This design comes from an exercise in tuning for small area, a short achievable clock period and few clock cycles on the open sky130 flow, not from production work. At most, simulation tests tie the RTL to the original design; equivalence was not proved.

==> module day03p2_top, before the edit <==
module day03p2_top (
    input  logic        clk_i,
    input  logic        rst_ni,
    input  logic [3:0]  digit_i,
    input  logic        eol_i,
    output logic [63:0] result_o,
    output logic        ready_o
);
logic [11:0][3:0] s_q, s_d;
logic [11:0]      s_en;
logic [39:0] lo_q;        
logic [23:0] hi_q, hi_d;  
logic        busy_q;      
logic        flush_q;     
logic [10:0] mb_q;        
logic        tg_q;        
logic        fin_q;       
logic        clr_q;       
logic        done_q;      
logic        c_q;         
logic [3:0]  add_q;       
logic        dig_take, conv, nxt11;
logic [11:1] lt, moved;
logic [10:0] ms;
logic [9:0]  ma;
logic [47:0] r;
logic [39:0] a, b, y;
logic        co;
logic [3:0]  top;
logic [39:0] sum;
assign r        = s_q;
assign conv     = busy_q | eol_i;
assign dig_take = ~busy_q & ~eol_i & (digit_i != 4'd0);
assign nxt11    = mb_q[10];    
always_comb begin
    for (int i = 1; i < 12; i++) lt[i] = s_q[i] < s_q[i-1];
    moved[11] = lt[11];
    for (int i = 10; i >= 1; i--) moved[i] = moved[i+1] | lt[i];
    top = tg_q ? s_q[11] : 4'd0;
    for (int i = 0; i < 10; i++) ma[i] = mb_q[i] | add_q[0];
    for (int i = 0; i < 11; i++) ms[i] = mb_q[i] | clr_q;
    for (int j = 0; j < 40; j++) begin
        a[j] = r[j] & ma[j/4];
        if (j >= 2) b[j] = (r[j-2] & mb_q[(j-2)/4]) | (lo_q[j] & add_q[1 + j/14]);
    end
    b[1] = top[2] | top[3] | (lo_q[1] & add_q[1]);
    b[0] = top[1] | top[3] | (lo_q[0] & add_q[1]);
end
bk_add #(.W(40)) u_add (.a(a), .b(b), .ci(top[3]), .y(y), .co(co));
assign sum = {y[38:0], top[0]};
inc_late #(.W(24)) u_inc (.a(hi_q), .ci(c_q), .y(hi_d));
always_comb begin
    s_d[0] = conv ? (clr_q ? 4'd0 : sum[3:0]) : digit_i;
    for (int i = 1; i < 12; i++)
        s_d[i] = ((i < 10 && mb_q[i-1]) ? sum[4*i +: 4] : 4'd0) | (ms[i-1] ? 4'd0 : s_q[i-1]);
    s_en[0] = conv | (dig_take & (moved[1] | (digit_i > s_q[0])));
    for (int i = 1; i < 12; i++) s_en[i] = conv | (dig_take & moved[i]);
end
always_ff @(posedge clk_i or negedge rst_ni) begin
    if (!rst_ni) begin
        hi_q    <= 24'd0;
        busy_q  <= 1'b1;
        flush_q <= 1'b1;
        mb_q    <= 11'd0;
        tg_q    <= 1'b1;
        fin_q   <= 1'b0;
        clr_q   <= 1'b0;
        done_q  <= 1'b0;
        c_q     <= 1'b0;
        add_q   <= 4'd0;
    end else begin
        hi_q    <= hi_d;
        fin_q   <= nxt11;
        clr_q   <= nxt11 & mb_q[0];    
        for (int k = 0; k < 4; k++) add_q[k] <= nxt11 & mb_q[k] & ~flush_q;
        tg_q    <= ~nxt11;
        mb_q    <= (conv & ~nxt11 & ~fin_q & ~done_q) ? {mb_q[9:0], 1'b1} : 11'd0;
        done_q  <= fin_q;
        c_q     <= add_q[0] & co;
        busy_q  <= conv & ~done_q;
        if (done_q) flush_q <= 1'b0;
    end
end
always_ff @(posedge clk_i) begin
    if (fin_q) lo_q <= y;
    for (int i = 0; i < 12; i++) if (s_en[i]) s_q[i] <= s_d[i];
end
assign result_o = {hi_q, lo_q};
assign ready_o  = ~busy_q;
endmodule
==> flow/config.mk <==
export PLATFORM = sky130hd
export DESIGN_NAME = day03p2_top
export DESIGN_NICKNAME = day03p2_top
export VERILOG_FILES = /design/flow/design.v
export SDC_FILE = /design/flow/constraint.sdc
export NUM_CORES = 4
export LEC_CHECK = 0
export CAP_MARGIN = 20
export CORE_MARGIN = 2
export CORE_UTILIZATION = 40
export CTS_BUF_LIST = sky130_fd_sc_hd__clkbuf_4 sky130_fd_sc_hd__clkbuf_8
export CTS_CLUSTER_DIAMETER = 100
export CTS_CLUSTER_SIZE = 30
export SETUP_SLACK_MARGIN = 4.5
export SLEW_MARGIN = 20
==> flow/constraint.sdc <==
create_clock -name core_clock -period 8.0 [get_ports {clk_i}]
set_input_delay 1.6000 -clock core_clock [delete_from_list [all_inputs] [get_ports {clk_i}]]
set_output_delay 1.6000 -clock core_clock [all_outputs]
set_load 0.01 [all_outputs]
standard.sh (not shown) runs the stock make flow with config.mk's settings and CLKGATE_MAP_FILE= SYNTH_SCRIPT=/design/flow/synth_recipe.tcl, a recipe that flattens the netlist after the stock synthesis.
==> flow/flow/run.sh <==
#!/bin/bash
set -euo pipefail
export BUFFER_PORTS_ARGS="-buffer_cell sky130_fd_sc_hd__buf_1"
bash standard.sh finish > standard_flow.log 2>&1
Rerun with:
--- a/flow/design.v
+++ b/flow/design.v
@@ -55,35 +55,36 @@
 logic [11:0]      s_en;
 logic [39:0] lo_q;        
 logic [23:0] hi_q, hi_d;  
+logic [3:0]  d_q;         
 logic        busy_q;      
 logic        flush_q;     
 logic [10:0] mb_q;        
 logic        tg_q;        
 logic        fin_q;       
-logic        clr_q;       
+logic        hold_q;      
 logic        done_q;      
+logic [3:0]  add_q;       
 logic        c_q;         
-logic [3:0]  add_q;       
-logic        dig_take, conv, nxt11;
+logic        dig, conv, nxt11;
+logic [10:0] ms;
 logic [11:1] lt, moved;
-logic [10:0] ms;
 logic [9:0]  ma;
 logic [47:0] r;
 logic [39:0] a, b, y;
 logic        co;
 logic [3:0]  top;
 logic [39:0] sum;
-assign r        = s_q;
-assign conv     = busy_q | eol_i;
-assign dig_take = ~busy_q & ~eol_i & (digit_i != 4'd0);
-assign nxt11    = mb_q[10];    
+assign r     = s_q;
+assign dig   = d_q != 4'd0;
+assign conv  = busy_q;
+assign nxt11 = mb_q[10];    
 always_comb begin
     for (int i = 1; i < 12; i++) lt[i] = s_q[i] < s_q[i-1];
     moved[11] = lt[11];
     for (int i = 10; i >= 1; i--) moved[i] = moved[i+1] | lt[i];
     top = tg_q ? s_q[11] : 4'd0;
     for (int i = 0; i < 10; i++) ma[i] = mb_q[i] | add_q[0];
-    for (int i = 0; i < 11; i++) ms[i] = mb_q[i] | clr_q;
+    for (int i = 0; i < 11; i++) ms[i] = mb_q[i] | done_q;
     for (int j = 0; j < 40; j++) begin
         a[j] = r[j] & ma[j/4];
         if (j >= 2) b[j] = (r[j-2] & mb_q[(j-2)/4]) | (lo_q[j] & add_q[1 + j/14]);
@@ -95,11 +96,11 @@
 assign sum = {y[38:0], top[0]};
 inc_late #(.W(24)) u_inc (.a(hi_q), .ci(c_q), .y(hi_d));
 always_comb begin
-    s_d[0] = conv ? (clr_q ? 4'd0 : sum[3:0]) : digit_i;
+    s_d[0] = conv ? sum[3:0] : d_q;
     for (int i = 1; i < 12; i++)
-        s_d[i] = ((i < 10 && mb_q[i-1]) ? sum[4*i +: 4] : 4'd0) | (ms[i-1] ? 4'd0 : s_q[i-1]);
-    s_en[0] = conv | (dig_take & (moved[1] | (digit_i > s_q[0])));
-    for (int i = 1; i < 12; i++) s_en[i] = conv | (dig_take & moved[i]);
+        s_d[i] = (i < 10 ? sum[4*i +: 4] : 4'd0) | (ms[i-1] ? 4'd0 : s_q[i-1]);
+    s_en[0] = (conv & ~hold_q) | (dig & (moved[1] | (d_q > s_q[0])));
+    for (int i = 1; i < 12; i++) s_en[i] = (conv & ~hold_q) | (dig & moved[i]);
 end
 always_ff @(posedge clk_i or negedge rst_ni) begin
     if (!rst_ni) begin
@@ -107,26 +108,31 @@
         busy_q  <= 1'b1;
         flush_q <= 1'b1;
         mb_q    <= 11'd0;
+        done_q  <= 1'b0;
         tg_q    <= 1'b1;
         fin_q   <= 1'b0;
-        clr_q   <= 1'b0;
-        done_q  <= 1'b0;
+        hold_q  <= 1'b0;
+        add_q   <= 4'd0;
         c_q     <= 1'b0;
-        add_q   <= 4'd0;
     end else begin
-        hi_q    <= hi_d;
-        fin_q   <= nxt11;
-        clr_q   <= nxt11 & mb_q[0];    
-        for (int k = 0; k < 4; k++) add_q[k] <= nxt11 & mb_q[k] & ~flush_q;
-        tg_q    <= ~nxt11;
-        mb_q    <= (conv & ~nxt11 & ~fin_q & ~done_q) ? {mb_q[9:0], 1'b1} : 11'd0;
-        done_q  <= fin_q;
-        c_q     <= add_q[0] & co;
-        busy_q  <= conv & ~done_q;
-        if (done_q) flush_q <= 1'b0;
+        hi_q   <= hi_d;
+        fin_q  <= nxt11;
+        hold_q <= nxt11;
+        add_q  <= {4{nxt11 & ~flush_q}};
+        c_q    <= add_q[0] & co;
+        tg_q   <= ~(nxt11 | fin_q);
+        done_q <= fin_q;
+        mb_q   <= (conv & ~nxt11 & ~fin_q & ~done_q) ? {mb_q[9:0], 1'b1} : 11'd0;
+        if (conv) begin
+            busy_q <= ~done_q;
+            if (done_q) flush_q <= 1'b0;
+        end else begin
+            busy_q <= eol_i;
+        end
     end
 end
 always_ff @(posedge clk_i) begin
+    d_q  <= (busy_q | eol_i) ? 4'd0 : digit_i;
     if (fin_q) lo_q <= y;
     for (int i = 0; i < 12; i++) if (s_en[i]) s_q[i] <= s_d[i];
 end
After rerunning: The changed run finished clean. Sequential cell count does not change. Design area shrinks by 2.7%. Routed wire length decreases by 1.8%. Cell count came out lower by 0.95%. Utilization goes down by 1.1 points. Critical path depth goes down by 1.
Testbench counts after the change, summed over its fixed seeds: cycles 55,312.
Function not checked in the first run of this note: the RTL went through the layout flow alone.

---

== north ==
The RTL this note starts from:
==> flow/design.v <==
module bk_add #(parameter int W = 40) (
    input  logic [W-1:0] a,
    input  logic [W-1:0] b,
    input  logic         ci,
    output logic [W-1:0] y,
    output logic         co
);
    localparam int L = $clog2(W + 1);
    logic [W:0] g [0:2*L];
    logic [W:0] p [0:2*L];
    always_comb begin
        g[0] = {a & b, ci};
        p[0] = {a ^ b, 1'b0};
        for (int l = 0; l < L; l++) begin
            g[l+1] = g[l];
            p[l+1] = p[l];
            for (int i = (2 << l) - 1; i <= W; i += (2 << l)) begin
                g[l+1][i] = g[l][i] | (p[l][i] & g[l][i - (1 << l)]);
                p[l+1][i] = p[l][i] & p[l][i - (1 << l)];
            end
        end
        for (int l = L - 2; l >= 0; l--) begin
            g[2*L-1-l] = g[2*L-2-l];
            p[2*L-1-l] = p[2*L-2-l];
            for (int i = (3 << l) - 1; i <= W; i += (2 << l)) begin
                g[2*L-1-l][i] = g[2*L-2-l][i] | (p[2*L-2-l][i] & g[2*L-2-l][i - (1 << l)]);
                p[2*L-1-l][i] = p[2*L-2-l][i] & p[2*L-2-l][i - (1 << l)];
            end
        end
        for (int i = 0; i < W; i++) y[i] = p[0][i+1] ^ g[2*L-1][i];
        co = g[2*L-1][W];
    end
endmodule
module inc_late #(parameter int W = 24) (
    input  logic [W-1:0] a,
    input  logic         ci,
    output logic [W-1:0] y
);
    logic [W-1:0] ones;    
    always_comb begin
        ones[0] = 1'b1;
        for (int i = 1; i < W; i++) ones[i] = ones[i-1] & a[i-1];
        y = a ^ (ones & {W{ci}});
    end
endmodule
module day03p2_top (
    input  logic        clk_i,
    input  logic        rst_ni,
    input  logic [3:0]  digit_i,
    input  logic        eol_i,
    output logic [63:0] result_o,
    output logic        ready_o
);
logic [11:0][3:0] s_q, s_d;
logic [11:0]      s_en;
logic [39:0] lo_q;        
logic [23:0] hi_q, hi_d;  
logic        busy_q;      
logic        flush_q;     
logic        add_q;       
logic [11:0] t_q;         
logic        fin;         
logic        fin_q;       
logic [3:0]  d_q;         
logic        dig, conv;
logic [11:1] lt, moved;
logic [11:0] mb, ms, sel;
logic [47:0] r;
logic [39:0] a, b, y;
logic        co;
logic [3:0]  top;
logic [39:0] sum;
assign r        = s_q;
assign fin      = t_q[11];
assign dig      = d_q != 4'd0;
assign conv     = busy_q;
always_comb begin
    for (int i = 1; i < 12; i++) lt[i] = s_q[i] < s_q[i-1];
    moved[11] = lt[11];
    for (int i = 10; i >= 1; i--) moved[i] = moved[i+1] | lt[i];
    for (int i = 0; i < 12; i++) begin
        mb[i]  = t_q[i] & ~fin;
        ms[i]  = t_q[i];
        sel[i] = (i == 0) ? ~fin : (t_q[i-1] & ~fin);
    end
    top = fin ? 4'd0 : s_q[11];
    for (int j = 0; j < 40; j++) begin
        a[j] = (r[j] & mb[j/4]) | (lo_q[j] & add_q);
        if (j >= 2) b[j] = (r[j-2] & mb[(j-2)/4]) | (r[j] & add_q);
    end
    b[1] = top[2] | top[3] | (r[1] & add_q);
    b[0] = top[1] | top[3] | (r[0] & add_q);
end
bk_add #(.W(40)) u_add (.a(a), .b(b), .ci(top[3]), .y(y), .co(co));
assign sum = {y[38:0], top[0]};
inc_late #(.W(24)) u_inc (.a(hi_q), .ci(co & add_q), .y(hi_d));
always_comb begin
    s_d[0] = conv ? (sel[0] ? sum[3:0] : 4'd0) : d_q;
    for (int i = 1; i < 12; i++)
        s_d[i] = ((i < 10 && sel[i]) ? sum[4*i +: 4] : 4'd0) | (ms[i-1] ? 4'd0 : s_q[i-1]);
    s_en[0] = conv | (dig & (moved[1] | (d_q > s_q[0])));
    for (int i = 1; i < 12; i++) s_en[i] = conv | (dig & moved[i]);
end
always_ff @(posedge clk_i or negedge rst_ni) begin
    if (!rst_ni) begin
        hi_q    <= 24'd0;
        busy_q  <= 1'b1;
        flush_q <= 1'b1;
        add_q   <= 1'b0;
        t_q     <= 12'd0;
        fin_q   <= 1'b0;
    end else begin
        fin_q <= busy_q & t_q[10] & ~t_q[11];
        hi_q  <= hi_d;
        add_q <= busy_q & ~flush_q & t_q[10] & ~t_q[11];
        if (conv) begin
            busy_q <= ~fin;
            t_q    <= fin ? 12'd0 : {t_q[10:0], 1'b1};
            if (fin) flush_q <= 1'b0;
        end else begin
            busy_q <= eol_i;
        end
    end
end
always_ff @(posedge clk_i) begin
    d_q <= (busy_q | eol_i) ? 4'd0 : digit_i;
    if (fin_q) lo_q <= y;
    for (int i = 0; i < 12; i++) if (s_en[i]) s_q[i] <= s_d[i];
end
assign result_o = {hi_q, lo_q};
assign ready_o  = ~busy_q;
endmodule
export LEC_CHECK = 0
export CAP_MARGIN = 20
export CORE_MARGIN = 2
export CORE_UTILIZATION = 40
export SLEW_MARGIN = 20
create_clock -name core_clock -period 8.0 [get_ports {clk_i}]
run.sh (not shown) runs the stock make flow with config.mk's settings and CLKGATE_MAP_FILE= SYNTH_SCRIPT=/design/flow/synth_recipe.tcl, a recipe that flattens the netlist after the stock synthesis.
Stock flow here: none of the scripts above is used.
Input-level comparison between south and north:
-- flow/design.v --
<<< north, line 59
logic        flush_q;     
logic        add_q;       
logic [11:0] t_q;         
logic        fin;         
logic        fin_q;       
logic [3:0]  d_q;         
>>> south, line 59
logic        flush_q;     
logic        add_q;       
logic        addb_q;      
logic        c_q;         
logic        tg_q;        
logic [12:0] t_q;         
logic        fin;         
logic        done;        
logic        fin_q;       
logic [3:0]  d_q;         
<<< north, line 73
assign r        = s_q;
assign fin      = t_q[11];
assign dig      = d_q != 4'd0;
assign conv     = busy_q;
>>> south, line 77
assign r        = s_q;
assign fin      = t_q[11];
assign done     = t_q[12];
assign dig      = d_q != 4'd0;
assign conv     = busy_q;
<<< north, line 84
        sel[i] = (i == 0) ? ~fin : (t_q[i-1] & ~fin);
    end
    top = fin ? 4'd0 : s_q[11];
    for (int j = 0; j < 40; j++) begin
        a[j] = (r[j] & mb[j/4]) | (lo_q[j] & add_q);
        if (j >= 2) b[j] = (r[j-2] & mb[(j-2)/4]) | (r[j] & add_q);
    end
    b[1] = top[2] | top[3] | (r[1] & add_q);
    b[0] = top[1] | top[3] | (r[0] & add_q);
end
bk_add #(.W(40)) u_add (.a(a), .b(b), .ci(top[3]), .y(y), .co(co));
assign sum = {y[38:0], top[0]};
inc_late #(.W(24)) u_inc (.a(hi_q), .ci(co & add_q), .y(hi_d));
always_comb begin
    s_d[0] = conv ? (sel[0] ? sum[3:0] : 4'd0) : d_q;
>>> south, line 89
        sel[i] = (i == 0) ? ~fin : (t_q[i-1] & ~fin);
    end
    top = tg_q ? s_q[11] : 4'd0;
    for (int j = 0; j < 40; j++) begin
        a[j] = (r[j] & mb[j/4]) | (lo_q[j] & add_q);
        if (j >= 2) b[j] = (r[j-2] & mb[(j-2)/4]) | (r[j] & addb_q);
    end
    b[1] = top[2] | top[3] | (r[1] & addb_q);
    b[0] = top[1] | top[3] | (r[0] & addb_q);
end
bk_add #(.W(40)) u_add (.a(a), .b(b), .ci(top[3]), .y(y), .co(co));
assign sum = {y[38:0], top[0]};
inc_late #(.W(24)) u_inc (.a(hi_q), .ci(c_q), .y(hi_d));
always_comb begin
    s_d[0] = conv ? (sel[0] ? sum[3:0] : 4'd0) : d_q;
<<< north, line 108
        flush_q <= 1'b1;
        add_q   <= 1'b0;
        t_q     <= 12'd0;
        fin_q   <= 1'b0;
    end else begin
        fin_q <= busy_q & t_q[10] & ~t_q[11];
        hi_q  <= hi_d;
        add_q <= busy_q & ~flush_q & t_q[10] & ~t_q[11];
        if (conv) begin
            busy_q <= ~fin;
            t_q    <= fin ? 12'd0 : {t_q[10:0], 1'b1};
            if (fin) flush_q <= 1'b0;
        end else begin
            busy_q <= eol_i;
>>> south, line 113
        flush_q <= 1'b1;
        add_q   <= 1'b0;
        addb_q  <= 1'b0;
        c_q     <= 1'b0;
        tg_q    <= 1'b1;
        t_q     <= 13'd0;
        fin_q   <= 1'b0;
    end else begin
        fin_q <= busy_q & t_q[10] & ~t_q[11];
        hi_q  <= hi_d;
        add_q  <= busy_q & ~flush_q & t_q[10] & ~t_q[11];
        addb_q <= busy_q & ~flush_q & t_q[10] & ~t_q[11];
        c_q    <= add_q & co;
        tg_q   <= ~(busy_q & t_q[10] & ~t_q[11]);
        if (conv) begin
            busy_q <= ~done;
            t_q    <= done ? 13'd0 : {t_q[11:0], 1'b1};
            if (done) flush_q <= 1'b0;
        end else begin
            busy_q <= eol_i;
Results
- south leaves more setup margin than north.
- Final design area excluding fillers on south is behind north.
- Compared with north, south shows a lower final critical delay including setup and external delays.
- Diff north -> south: xor and xnor area share after synthesis held, inverter count has decreased.
- Re post-cts repair resize count: no difference whatsoever between north and south.
- Compared with north, placement density in the core of south is higher.
- north has a lower routed wire length than south.
Function was not checked in any run of this note: the RTL went through the layout flow alone.

==> static timing again, ports no longer ideal <==
Ports are ideal in the flow. The routed layouts listed here were re-timed in OpenROAD. Step 1 (the two cells are an assumption about what drives the block):
set clk [get_ports {clk_i}]
set_driving_cell -lib_cell sky130_fd_sc_hd__clkbuf_16 $clk
set_driving_cell -lib_cell sky130_fd_sc_hd__buf_2 [delete_from_list [all_inputs] $clk]
Step 2 adds t to the input delays and takes it off the output delays; t is the mean of the earliest and latest rising clock arrival at the registers after step 1. Input paths then give back, and output paths get back, about the clock's delay inside the block. Three values: no drivers, after step 1, after step 2; two values: the first two.
| run | t, ns | setup WS [ns] | latest minus earliest clock arrival (ns) |
|---|---|---|---|
| the first run of note 1 | 0.491 | 4.424 / 4.424 / 4.121 | 0.015 / 0.015 |
| the second run of note 1 | 0.498 | 4.628 / 4.628 / 4.628 | 0.018 / 0.018 |
| north | 0.462 | 2.180 / 2.180 / 2.180 | 0.017 / 0.017 |
| south | 0.464 | 3.047 / 3.047 / 3.047 | 0.006 / 0.007 |
After both steps setup and hold are still met in every run listed. For the first run of note 1, which loses most, drivers alone change the setup slack by 0.000 ns; drivers and shift together by -0.303 ns.
